This is an optimization exercise on Yosys and OpenROAD, whose aim is a short achievable clock period and few clock cycles, not a production implementation. Function was checked by simulation only, so behaviour that the tests miss may differ from the original.

==> inputs of juniper <==
## MIPS_CPU
module MIPS_CPU(
	input rst, Go, clk,
	output [31:0] Leddata, Count_cycle, Count_branch, Count_jmp,
	input [4:0] probe,
	output [31:0] mem_probe,
	output [9:0] imem_addr,
	input [31:0] imem_data,
	output halted
    );
==> module RegFile, before the edit <==
module RegFile(
	input [4:0] R1_num,
	input [4:0] R2_num,
	input [4:0] W_num,
	input [31:0] Din,
	input WE,
	input clk,
	output [31:0] R1_data,
	output [31:0] R2_data,
	output [31:0] V0_data,
	output [31:0] A0_data
    );
reg [31:0] Reg [1:31];
always @(posedge clk)
begin
	if(WE && W_num != 5'd0) Reg[W_num] <= Din;
end
assign R1_data = (R1_num == 5'd0) ? 32'd0 : Reg[R1_num];
assign R2_data = (R2_num == 5'd0) ? 32'd0 : Reg[R2_num];
assign V0_data = Reg[2];
assign A0_data = Reg[4];
endmodule
==> module RAM, before the edit <==
module RAM(Addr, data_in, sb, memWrite, clk, clr, data_out, mem_probe, probe);
    input [6:0] Addr;
    input [31:0] data_in;
    input sb, memWrite, clk, clr;
    output wire [31:0] data_out;
    output wire [31:0] mem_probe;
    input wire [4:0] probe;
    wire [31:0] words [0:31];
    wire [4:0] index = Addr[6:2];
    assign data_out = words[index];
    assign mem_probe = words[probe];
    genvar w, b;
    generate
        for (w = 0; w < 32; w = w + 1) begin : g_word
            for (b = 0; b < 4; b = b + 1) begin : g_byte
                reg [7:0] byte_q;
                always @(posedge clk or posedge clr) begin
                    if(clr) byte_q <= 8'h0;
                    else if(memWrite && index == w && (!sb || Addr[1:0] == b))
                        byte_q <= sb ? data_in[7:0] : data_in[8*b+7:8*b];
                end
                assign words[w][8*b+7:8*b] = byte_q;
            end
        end
    endgenerate
endmodule
==> module MIPS_CPU, before the edit <==
module MIPS_CPU(
	input rst, Go, clk,
	output [31:0] Leddata, Count_cycle, Count_branch, Count_jmp,
	input [4:0] probe,
	output [31:0] mem_probe,
	output [9:0] imem_addr,
	input [31:0] imem_data,
	output halted
    );
reg run;
reg [31:0] PC;
assign imem_addr = PC[11:2];
assign halted = ~run;
wire [31:0] IR = imem_data;
wire [3:0] alu_op;
wire memtoreg, memwrite, sb, alu_src, regwrite, syscall, signext;
wire beq, bne, bgtz, jr, j, jal, srlv;
wire [4:0] wnum;
control ctl(IR, alu_op, memtoreg, memwrite, sb, alu_src, regwrite, syscall, signext,
	beq, bne, bgtz, jr, j, jal, srlv, wnum);
wire [4:0] rs = IR[25:21];
wire [4:0] rt = IR[20:16];
wire [31:0] imm = {{16{signext & IR[15]}}, IR[15:0]};
reg        B_regwrite, B_memtoreg, B_memwrite, B_sb, B_jal;
reg [4:0]  B_wnum;
reg [3:0]  B_aluop;
reg [4:0]  B_shamt;
reg [31:0] B_x, B_y, B_sd, B_pc4;
wire [31:0] B_din;
wire B_fwd_ok = B_regwrite & (B_wnum != 5'd0);
wire [31:0] rf_a, rf_b, rf_v0, rf_a0;
RegFile regFile1(rs, rt, B_wnum, B_din, B_regwrite, clk, rf_a, rf_b, rf_v0, rf_a0);
wire [31:0] A = (B_fwd_ok && B_wnum == rs) ? B_din : rf_a;
wire [31:0] Bv = (B_fwd_ok && B_wnum == rt) ? B_din : rf_b;
wire [31:0] V0 = (B_fwd_ok && B_wnum == 5'd2) ? B_din : rf_v0;
wire [31:0] A0 = (B_fwd_ok && B_wnum == 5'd4) ? B_din : rf_a0;
wire show = syscall & (V0 == 32'd34);
wire halt = syscall & (V0 != 32'd34);
wire equal = (A == Bv);
wire br_taken = (beq & equal) | (bne & ~equal) | (bgtz & ~A[31] & (A != 32'd0));
wire [31:0] PC4 = PC + 32'd4;
wire [31:0] br_target = PC4 + {imm[29:0], 2'b00};
wire [31:0] j_target = {PC[31:28], IR[25:0], 2'b00};
wire [31:0] nextPC = jr ? A : (j | jal) ? j_target : br_taken ? br_target : PC4;
always @(posedge clk or posedge rst) begin
	if (rst) run <= 1'b1;
	else if (Go) run <= 1'b1;
	else if (run & halt) run <= 1'b0;
end
always @(posedge clk or posedge rst) begin
	if (rst) PC <= 32'd0;
	else if (run) PC <= nextPC;
end
always @(posedge clk or posedge rst) begin
	if (rst) begin
		B_regwrite <= 1'b0; B_memwrite <= 1'b0;
	end else if (run) begin
		B_regwrite <= regwrite; B_memwrite <= memwrite;
	end else begin
		B_regwrite <= 1'b0; B_memwrite <= 1'b0;
	end
end
always @(posedge clk) begin
	if (run) begin
		B_memtoreg <= memtoreg; B_sb <= sb; B_jal <= jal;
		B_wnum <= wnum; B_aluop <= alu_op;
		B_shamt <= srlv ? A[4:0] : IR[10:6];
		B_x <= A;
		B_y <= alu_src ? imm : Bv;
		B_sd <= Bv;
		B_pc4 <= PC4;
	end
end
LedData led(run & show, A0, clk, rst, Leddata);
wire [31:0] alu_res;
ALU alu1(B_x, B_y, B_aluop, B_shamt, alu_res);
wire [31:0] mem_out;
RAM RAM1(alu_res[6:0], B_sd, B_sb, B_memwrite, clk, rst, mem_out, mem_probe, probe);
assign B_din = B_jal ? B_pc4 : B_memtoreg ? mem_out : alu_res;
Counter count1(run, clk, rst, Count_cycle);
Counter count2(run & br_taken, clk, rst, Count_branch);
Counter count3(run & (j | jal | jr), clk, rst, Count_jmp);
endmodule
==> flow/config.mk <==
export PLATFORM = sky130hd
export DESIGN_NAME = MIPS_CPU
export DESIGN_NICKNAME = MIPS_CPU
export VERILOG_FILES = /design/flow/design.v
export SDC_FILE = /design/flow/constraint.sdc
export NUM_CORES = 8
export LEC_CHECK = 0
export ABC_CLOCK_PERIOD_IN_PS = 5000
export CAP_MARGIN = 20
export CORE_MARGIN = 2
export CORE_UTILIZATION = 40
export PLACE_DENSITY = 0.6
export SETUP_SLACK_MARGIN = 4.5
export SLEW_MARGIN = 20
export TNS_END_PERCENT = 100
==> flow/constraint.sdc <==
create_clock -name core_clock -period 10.0 [get_ports {clk}]
set_input_delay 2.0000 -clock core_clock [delete_from_list [all_inputs] [get_ports {clk}]]
set_output_delay 2.0000 -clock core_clock [all_outputs]
set_load 0.01 [all_outputs]
run.sh (not shown) runs the stock make flow with config.mk's settings and CLKGATE_MAP_FILE= SYNTH_SCRIPT=/design/flow/synth_recipe.tcl, a recipe that flattens the netlist after the stock synthesis.
==> inputs of fjord, as changes to juniper <==
--- a/flow/design.v
+++ b/flow/design.v
@@ -95,4 +95,4 @@
 	input clk,
-	output [31:0] R1_data,
-	output [31:0] R2_data,
+	output reg [31:0] R1_data,
+	output reg [31:0] R2_data,
 	output [31:0] V0_data,
@@ -100,11 +100,24 @@
     );
-reg [31:0] Reg [1:31];
-always @(posedge clk)
-begin
-	if(WE && W_num != 5'd0) Reg[W_num] <= Din;
-end
-assign R1_data = (R1_num == 5'd0) ? 32'd0 : Reg[R1_num];
-assign R2_data = (R2_num == 5'd0) ? 32'd0 : Reg[R2_num];
-assign V0_data = Reg[2];
-assign A0_data = Reg[4];
+wire [31:0] q [0:31];
+assign q[0] = 32'd0;
+genvar k;
+generate
+	for (k = 1; k < 32; k = k + 1) begin : g_reg
+		reg [31:0] r;
+		always @(posedge clk)
+			if (WE && W_num == k) r <= Din;
+		assign q[k] = r;
+	end
+endgenerate
+integer i;
+always @(*) begin
+	R1_data = 32'd0;
+	R2_data = 32'd0;
+	for (i = 1; i < 32; i = i + 1) begin
+		R1_data = R1_data | ({32{R1_num == i}} & q[i]);
+		R2_data = R2_data | ({32{R2_num == i}} & q[i]);
+	end
+end
+assign V0_data = q[2];
+assign A0_data = q[4];
 endmodule
@@ -134,13 +147,20 @@
 `timescale 1ns / 1ps
-module RAM(Addr, data_in, sb, memWrite, clk, clr, data_out, mem_probe, probe);
-    input [6:0] Addr;
+module RAM(wsel, lane, data_in, sb, memWrite, clk, clr, data_out, mem_probe, probe);
+    input [31:0] wsel;
+    input [1:0] lane;
     input [31:0] data_in;
     input sb, memWrite, clk, clr;
-    output wire [31:0] data_out;
-    output wire [31:0] mem_probe;
+    output reg [31:0] data_out;
+    output reg [31:0] mem_probe;
     input wire [4:0] probe;
     wire [31:0] words [0:31];
-    wire [4:0] index = Addr[6:2];
-    assign data_out = words[index];
-    assign mem_probe = words[probe];
+    integer i;
+    always @(*) begin
+        data_out = 32'd0;
+        mem_probe = 32'd0;
+        for (i = 0; i < 32; i = i + 1) begin
+            data_out = data_out | ({32{wsel[i]}} & words[i]);
+            mem_probe = mem_probe | ({32{probe == i}} & words[i]);
+        end
+    end
     genvar w, b;
@@ -152,3 +172,3 @@
                     if(clr) byte_q <= 8'h0;
-                    else if(memWrite && index == w && (!sb || Addr[1:0] == b))
+                    else if(memWrite && wsel[w] && (!sb || lane == b))
                         byte_q <= sb ? data_in[7:0] : data_in[8*b+7:8*b];
@@ -193,4 +213,6 @@
 RegFile regFile1(rs, rt, B_wnum, B_din, B_regwrite, clk, rf_a, rf_b, rf_v0, rf_a0);
-wire [31:0] A = (B_fwd_ok && B_wnum == rs) ? B_din : rf_a;
-wire [31:0] Bv = (B_fwd_ok && B_wnum == rt) ? B_din : rf_b;
+wire fa  = B_fwd_ok & (B_wnum == rs);
+wire fb  = B_fwd_ok & (B_wnum == rt);
+wire [31:0] A  = fa ? B_din : rf_a;
+wire [31:0] Bv = fb ? B_din : rf_b;
 wire [31:0] V0 = (B_fwd_ok && B_wnum == 5'd2) ? B_din : rf_v0;
@@ -199,4 +221,10 @@
 wire halt = syscall & (V0 != 32'd34);
-wire equal = (A == Bv);
-wire br_taken = (beq & equal) | (bne & ~equal) | (bgtz & ~A[31] & (A != 32'd0));
+wire eq_rr = (rf_a == rf_b);
+wire eq_dr = (B_din == rf_b);
+wire eq_rd = (rf_a == B_din);
+wire equal = fa ? (fb ? 1'b1 : eq_dr) : (fb ? eq_rd : eq_rr);
+wire gtz_r = ~rf_a[31] & (rf_a != 32'd0);
+wire gtz_d = ~B_din[31] & (B_din != 32'd0);
+wire gtz = fa ? gtz_d : gtz_r;
+wire br_taken = (beq & equal) | (bne & ~equal) | (bgtz & gtz);
 wire [31:0] PC4 = PC + 32'd4;
@@ -204,3 +232,12 @@
 wire [31:0] j_target = {PC[31:28], IR[25:0], 2'b00};
-wire [31:0] nextPC = jr ? A : (j | jal) ? j_target : br_taken ? br_target : PC4;
+wire [31:0] seqPC = jr ? A : (j | jal) ? j_target : PC4;
+wire [31:0] nextPC = br_taken ? br_target : seqPC;
+wire [6:0] addr7 = A[6:0] + imm[6:0];
+wire [31:0] wsel;
+genvar gi;
+generate
+	for (gi = 0; gi < 32; gi = gi + 1) begin : g_wsel
+		assign wsel[gi] = (addr7[6:2] == gi);
+	end
+endgenerate
 always @(posedge clk or posedge rst) begin
@@ -214,2 +251,4 @@
 end
+reg [31:0] B_wsel;
+reg [1:0]  B_lane;
 always @(posedge clk or posedge rst) begin
@@ -232,2 +271,4 @@
 		B_pc4 <= PC4;
+		B_wsel <= wsel;
+		B_lane <= addr7[1:0];
 	end
@@ -238,7 +279,12 @@
 wire [31:0] mem_out;
-RAM RAM1(alu_res[6:0], B_sd, B_sb, B_memwrite, clk, rst, mem_out, mem_probe, probe);
+RAM RAM1(B_wsel, B_lane, B_sd, B_sb, B_memwrite, clk, rst, mem_out, mem_probe, probe);
 assign B_din = B_jal ? B_pc4 : B_memtoreg ? mem_out : alu_res;
 Counter count1(run, clk, rst, Count_cycle);
-Counter count2(run & br_taken, clk, rst, Count_branch);
-Counter count3(run & (j | jal | jr), clk, rst, Count_jmp);
-endmodule
+reg br_pend, jmp_pend;
+always @(posedge clk or posedge rst) begin
+	if (rst) begin br_pend <= 1'b0; jmp_pend <= 1'b0; end
+	else begin br_pend <= run & br_taken; jmp_pend <= run & (j | jal | jr); end
+end
+Counter count2(br_pend, clk, rst, Count_branch);
+Counter count3(jmp_pend, clk, rst, Count_jmp);
+endmodule
==> key figures <==
Status
  • Status: finished clean

Synthesis
  • Post-Synth XOR/XNOR Area: 0.0106
  • Mux share of post-synthesis cell area: 0.154
  • Synth unique cells: 115

Finish
  • Clock-cell share: 0.0572

Setup path
  • CP dominant cell by count: buf_12
  • Crit Path Class: flop to flop

Floorplanning
  • Row cnt: 204

Detailed routing
  • DR WL met3: 107000 microns

Min path
  • Hold depth: 2
# the run above: juniper

==> key figures <==
Setup path
  • Crit Path Class: input pin to flop

Placed design
  • Port bufs: 210

Status
  • Status: finished clean

Synthesis
  • Post-Synth XOR/XNOR Area: 0.0168

Finish
  • Clock-cell share: 0.0595

Floorplanning
  • Row cnt: 202

Min path
  • Hold depth: 0

Detailed routing
  • DR WL met3: 126000 microns
# the run above: fjord

Testbench counts of juniper, summed over its fixed seeds: cycles 81,580.
Testbench counts of fjord, summed over its fixed seeds: cycles 81,580.

afterwards: timing with drivers on the ports:
No port has a modelled driver above. Below, the same layouts with a new extraction and two added sets of constraints. Step 1: set_driving_cell puts a clkbuf_16 on clk and a buf_2 on each other input, an assumption about the parent block. Step 2, shift: input delay + t, output delay - t, t = (earliest + latest rising clock arrival at the registers) / 2. This alone moves slack from input paths to output paths. a / b / c = no drivers / after step 1 / after step 2; a / b = the first two.
run	t, ns	setup slack, ns	pins driven straight from the clock port
juniper	1.052	2.361 / 2.361 / 1.618	1
fjord	1.019	3.135 / 3.012 / 1.993	1
After both steps setup and hold are still met in every run listed. For fjord, which loses most, drivers alone change the setup slack by -0.123 ns; drivers and shift together by -1.142 ns.
